This is an optimization exercise on Yosys and OpenROAD, whose aim is small area, a short achievable clock period and few clock cycles per item, not a production implementation. Function was checked by simulation only, so behaviour that the tests miss may differ from the original.

## flow/design.v (module list and top-level ports; edited modules follow where they fit)
// module ahb_lite_fir_filter: 683 lines
module ahb_lite_fir_filter(
    input clk,
          n_rst,
    input logic hsel,
    input logic [3:0] haddr,
    input logic hsize,
    input logic [1:0] htrans,
    input logic hwrite,
    input logic [15:0] hwdata,
    output logic [15:0] hrdata,
    output logic hresp
);
  // ...
==> flow/run.sh <==
#!/bin/bash
# synth_recipe.tcl (not shown) runs the flow's synth.tcl, then flattens the netlist and writes it again
# the make line also repeats each setting of config.mk as NAME=value (left out here)
make -C /OpenROAD-flow-scripts/flow DESIGN_CONFIG=/design/flow/config.mk WORK_HOME=/design/flow/orfs CLKGATE_MAP_FILE= SYNTH_SCRIPT=/design/flow/synth_recipe.tcl finish
==> flow/config.mk <==
export PLATFORM = sky130hd
export DESIGN_NAME = ahb_lite_fir_filter
export DESIGN_NICKNAME = ahb_lite_fir_filter
export VERILOG_FILES = /design/flow/design.v
export SDC_FILE = /design/flow/constraint.sdc
export NUM_CORES = 4
export LEC_CHECK = 0
export ABC_CLOCK_PERIOD_IN_PS = 6000
export CAP_MARGIN = 20
export CORE_MARGIN = 2
export CORE_UTILIZATION = 40
export SETUP_SLACK_MARGIN = 5
export SLEW_MARGIN = 20
==> flow/constraint.sdc <==
create_clock -name core_clock -period 12.0 [get_ports {clk}]
set_input_delay 2.4000 -clock core_clock [delete_from_list [all_inputs] [get_ports {clk}]]
set_output_delay 2.4000 -clock core_clock [all_outputs]
set_load 0.01 [all_outputs]
==> impl_metrics.json, run 1 <==
{
  "design.seq.count": 327,
  "cts_tree": "built",
  "dominant_cells": "multi-input gates",
  "synth_edf_count": 0,
  "dr_wl_met2_um": 29800,
  "hold_violations": 0,
  "synth-compound-area-share_pct": 8.76,
  "r2r_slack_ps": 5420,
  "status": "no timing/DRC/antenna violations",
  "cp-startpoint": "haddr[3]",
  "finalCriticalPeriod_ps": 6740,
  "drc": 0,
  "finalSetupTns_ps": 0,
  "whs_path_depth": 2,
  "dr.pass1.iters": 5,
  "n_all_buffers": 78,
  "reg2reg_to": "hrdata[0]$_DFF_PN0_",
  "async_reset_ff_share_pct": 83.5,
  "synth_area_leaders": "dfrtp_1, fa_1, mux2_2",
  "routedWlPerCell_um": 20.1,
  "fin_skew_ps": 32.3,
  "netlist_area_mm2": 0.0232,
  "synth_seq_cells": 327
}
Testbench counts, summed over its fixed seeds: cycles 2,064, samples 512.
==> run 2: changes to the inputs <==
==> flow/flow/run.sh (new file) <==
#!/bin/bash
# The standard layout, with timing repair aimed at a setup slack margin
# (a shorter achieved period than the 12 ns constraint) and port buffers of a
# regular buffer cell. The clock and constraints are the standard flow's own.
set -euo pipefail
MARGIN=${MARGIN:-6.5}
bash standard.sh "SETUP_SLACK_MARGIN=$MARGIN" \
    "BUFFER_PORTS_ARGS=-buffer_cell sky130_fd_sc_hd__buf_2" finish > standard_flow.log 2>&1
==> flow/standard.sh (new file) <==
#!/bin/bash
# synth_recipe.tcl (not shown) runs the flow's synth.tcl, then flattens the netlist and writes it again
# the make line also repeats each setting of config.mk as NAME=value (left out here)
make -C /OpenROAD-flow-scripts/flow DESIGN_CONFIG=/design/flow/config.mk WORK_HOME=/design/flow/orfs CLKGATE_MAP_FILE= SYNTH_SCRIPT=/design/flow/synth_recipe.tcl "${@:-finish}"
--- a/flow/config.mk
+++ b/flow/config.mk
@@ -5,9 +5,8 @@
 export SDC_FILE = /design/flow/constraint.sdc
 export NUM_CORES = 4
 export LEC_CHECK = 0
-export ABC_CLOCK_PERIOD_IN_PS = 6000
+export ABC_CLOCK_PERIOD_IN_PS = 5500
 export CAP_MARGIN = 20
 export CORE_MARGIN = 2
 export CORE_UTILIZATION = 40
-export SETUP_SLACK_MARGIN = 5
 export SLEW_MARGIN = 20
removed: flow/run.sh
==> run 2 against run 1 <==
Net effect: still clean; sequential share of layout area shrank 1.5 points; maximum frequency grew 11%; critical path depth grew 21; worst setup slack gained 660 ps; die area is the same; register-to-register slack gained 510 ps; synthesized cell count is the same; global-route usage grew 1.3 points; core utilization grew 2.4 points; critical path type is now flip-flop to flip-flop.
==> impl_metrics.json, run 2 <==
{
  "status": "no timing/DRC/antenna violations",
  "dr.pass1.iters": 6,
  "nets": 2750,
  "setup.worst_path.class": "flip-flop to flip-flop",
  "layout_common_cells": "inv_1, nand2_1, dfrtp_1, fa_1, mux2_2",
  "die_h_um": 245,
  "syn_nets": 2640,
  "yosysWarnings": 1,
  "wirelength_um": 66500,
  "crit_slowest_cell": "fa_1",
  "worst-endpoint-arrival_ps": 6590,
  "synth_common_cells": "inv_1, nand2_1, dfrtp_1",
  "cts_sinks": 327,
  "grt_pass1_wl_um": 104000,
  "io_buffers": 43,
  "postCtsHoldBufs": 0,
  "grt_max_degree": 113,
  "drive_above_1_share_pct": 23.7,
  "top_regs": "ap (18), nb (18), res (17)",
  "finalCriticalPeriod_ps": 6070,
  "hold_violations": 0,
  "maxSlewViolCount": 0,
  "die_w_um": 245,
  "netlist_area_mm2": 0.0232,
  "drv_cap": 0,
  "avgViaCountPerCell": 5.37,
  "ant_nets": 0,
  "drc": 0,
  "dpl.hpwl_um": 46000,
  "crit_path_max_fanout": 6,
  "num_rows": 88,
  "num_vias": 17200,
  "hp-class": "flip-flop to flip-flop",
  "path_buf_inv": 4,
  "drt-initial-drc-count": 1218,
  "overflow": 0,
  "cts.path.max_buffers": 3,
  "start_util_pct": 40.4,
  "fin_skew_ps": 39.8,
  "ys_seq_area_share_pct": 34.1,
  "final_common_cell": "inv_1",
  "track_usage_pct": 22.5,
  "synth.most_common_cell": "inv_1",
  "synth_area_per_cell_um2": 10.1,
  "die-area_mm2": 0.0600,
  "synth_edf_count": 0,
  "worstMarginPinSlew_ps": 1170,
  "ioPinCount": 44,
  "finalSetupTns_ps": 0,
  "timing.fmax_mhz": 165,
  "worst_ep_required_time_ps": 12520,
  "final.period_utilization_pct": 50.6,
  "endpoint_kind": "flip-flop",
  "cts_max_level": 2,
  "cts_root_buf": "clkbuf_16",
  "synth_top_cell_area_share_pct": 27.3,
  "clk_latency_ps": 590,
  "grt_setup_unrepaired": "yes",
  "crit_family": "adder cells",
  "n_fill_cell": 5297,
  "async_reset_ff_share_pct": 83.5,
  "worstSetupStartpointType": "flip-flop",
  "antenna_found_initial": 5,
  "placed_area_mm2": 0.0245,
  "core-area_mm2": 0.0576,
  "synth_seq_cells": 327,
  "ys_types": 72,
  "grt_pass1_vias": 18200,
  "relSlewSlack_pct": 21.7,
  "numCtsBuffers": 37,
  "area_growth_pct": 17.0,
  "gp_congestion": 0.893,
  "routedWlPerCell_um": 20.8,
  "synth_area_leaders": "dfrtp_1, fa_1, mux2_2",
  "synth_ff_type": "dfrtp_1",
  "cts_tree": "built",
  "synth_area_leader_cell": "dfrtp_1",
  "finalSetupViolCount": 0,
  "clkTransAtPathRegs_ps": 60,
  "max_stage_delay_ps": 520,
  "syn_inst": 2296,
  "postLayoutCellArea_mm2": 0.0272
}
==> run 2: cell counts after synthesis <==
No cell type changed its count.
==> run 2: layout make-up <==
type,instances,area (µm²),share of cell area [%]
well taps,765,957,3.52
diodes,2,5.00,0.0184
multi-input cells,1568,14400,53.0
clock inverters,16,259,0.952
clock buffers,51,1060,3.89
inverters,312,1170,4.31
repair buffers,160,1350,4.96
flip-flops and latches,327,7990,29.4
==> run 2: kinds of logic (layout without fill, tap and decap cells) <==
group | Yosys count | after routing | share of synthesized area (%)
compound gates | 303 | 303 | 8.76
xor+xnor | 76 | 76 | 2.86
fa+ha+maj | 317 | 317 | 24.4
buf+inv | 401 | 539 | 6.50
flops | 327 | 327 | 34.1
mux | 218 | 218 | 10.7
other cells | 0 | 2 | 0
simple gates | 654 | 654 | 12.6
==> run 2: what timing repair did <==
action | in CTS | in global routing
gates cloned | 5 | 0
setup endpoints to repair | 24 | 35
pin swaps | 22 | 32
buffers inserted | 65 | 15
resized for setup | 76 | 67
==> run 2: worst reg2reg max path, cell delays in order, from the launching register on <==
cell       delay (ps)
dfxtp_4           370
and2_4            140
fa_1              490
fa_1              500
inv_2              40
fa_1              520
inv_1              40
ha_2              170
or3_4             400
o22ai_4           220
xnor2_2           160
fa_2              240
inv_2              50
fa_2              350
a21o_1            200
a21oi_4           160
o211ai_1          140
nand2_1           170
o2111ai_2         140
a31o_2            240
a21oi_2           120
xor2_1            170
ha_1              270
inv_2              70
o211ai_1          120
mux2i_4           270
o211ai_1          130
a21oi_1           150
==> run 2: final timing paths <==
| kind | from | to | slack [ps] | cells after the start |
|---|---|---|---|---|
| max in group asynchronous | n_rst | c1[8]$_DFFE_PN0P_ | 8740 | 2 |
| min in group asynchronous | n_rst | ap[12]$_DFFE_PN0P_ | 1870 | 1 |
| min reg2reg | nb[9]$_DFFE_PN1P_ | nb[9]$_DFFE_PN1P_ | 450 | 2 |
| min | nb[9]$_DFFE_PN1P_ | nb[9]$_DFFE_PN1P_ | 450 | 2 |
| max | a2[2]$_DFF_P_ | hrdata[0]$_DFF_PN0_ | 5930 | 27 |
| max reg2reg | a2[2]$_DFF_P_ | hrdata[0]$_DFF_PN0_ | 5930 | 27 |
==> run 2: routing by layer <==
| layer | global-route usage, % | up-vias | share of wire (%) |
|---|---|---|---|
| met2 | 37.3 | 505 | 48 |
| met5 | 0 | - | 0.065 |
| met1 | 29.4 | 8799 | 42 |
| li1 | - | 7738 | - |
| met3 | 3.75 | 147 | 5.9 |
| met4 | 8.82 | 6 | 4.1 |
==> run 2: stage by stage <==
step / setup WS (ps) / utilization, % / hold slack, ps / std cells
2_1_floorplan: 6250 / - / 431 / 2296
3_3_place_gp: 5390 / 42.5 / 443 / 3047
3_5_place_dp: 5230 / 42.5 / 445 / 3047
4_1_cts: 5870 / 46.5 / 454 / 3184
5_1_grt: 5580 / 47.2 / 470 / 3199
6_report: 5930 / 47.2 / 452 / 3201

-- re-timing with driven ports --
The results above use ideal ports. As a check the final layouts listed here were re-extracted and re-timed, cells and wires unchanged.
Step 1 (the two cells are an assumption about what drives the block):
set clk [get_ports {clk}]
set_driving_cell -lib_cell sky130_fd_sc_hd__clkbuf_16 $clk
set_driving_cell -lib_cell sky130_fd_sc_hd__buf_2 [delete_from_list [all_inputs] $clk]
Step 2 times the ports against the registers' clock, not the clock port: input delays grow and output delays shrink by t, the midpoint of the rising clock arrivals with the driver on.
a / b / c = ideal / step 1 / step 2; a / b = the first two.
| run | t (ns) | setup slack, ns | worst hold slack (ns) | worst register clock-pin slew, ns | worst data-port slew with drivers (ns) |
|---|---|---|---|---|---|
| run 1 | 0.621 | 5.261 / 5.238 / 5.238 | 0.452 / 0.452 / 0.452 | 0.07 / 0.07 | 0.05 |
| run 2 | 0.628 | 5.925 / 5.925 / 5.925 | 0.452 / 0.452 / 0.452 | 0.07 / 0.07 | 0.09 |
After both steps every run listed still meets setup and hold. For run 1, which loses most, drivers alone change the setup slack by -0.023 ns; drivers and shift together by -0.023 ns.
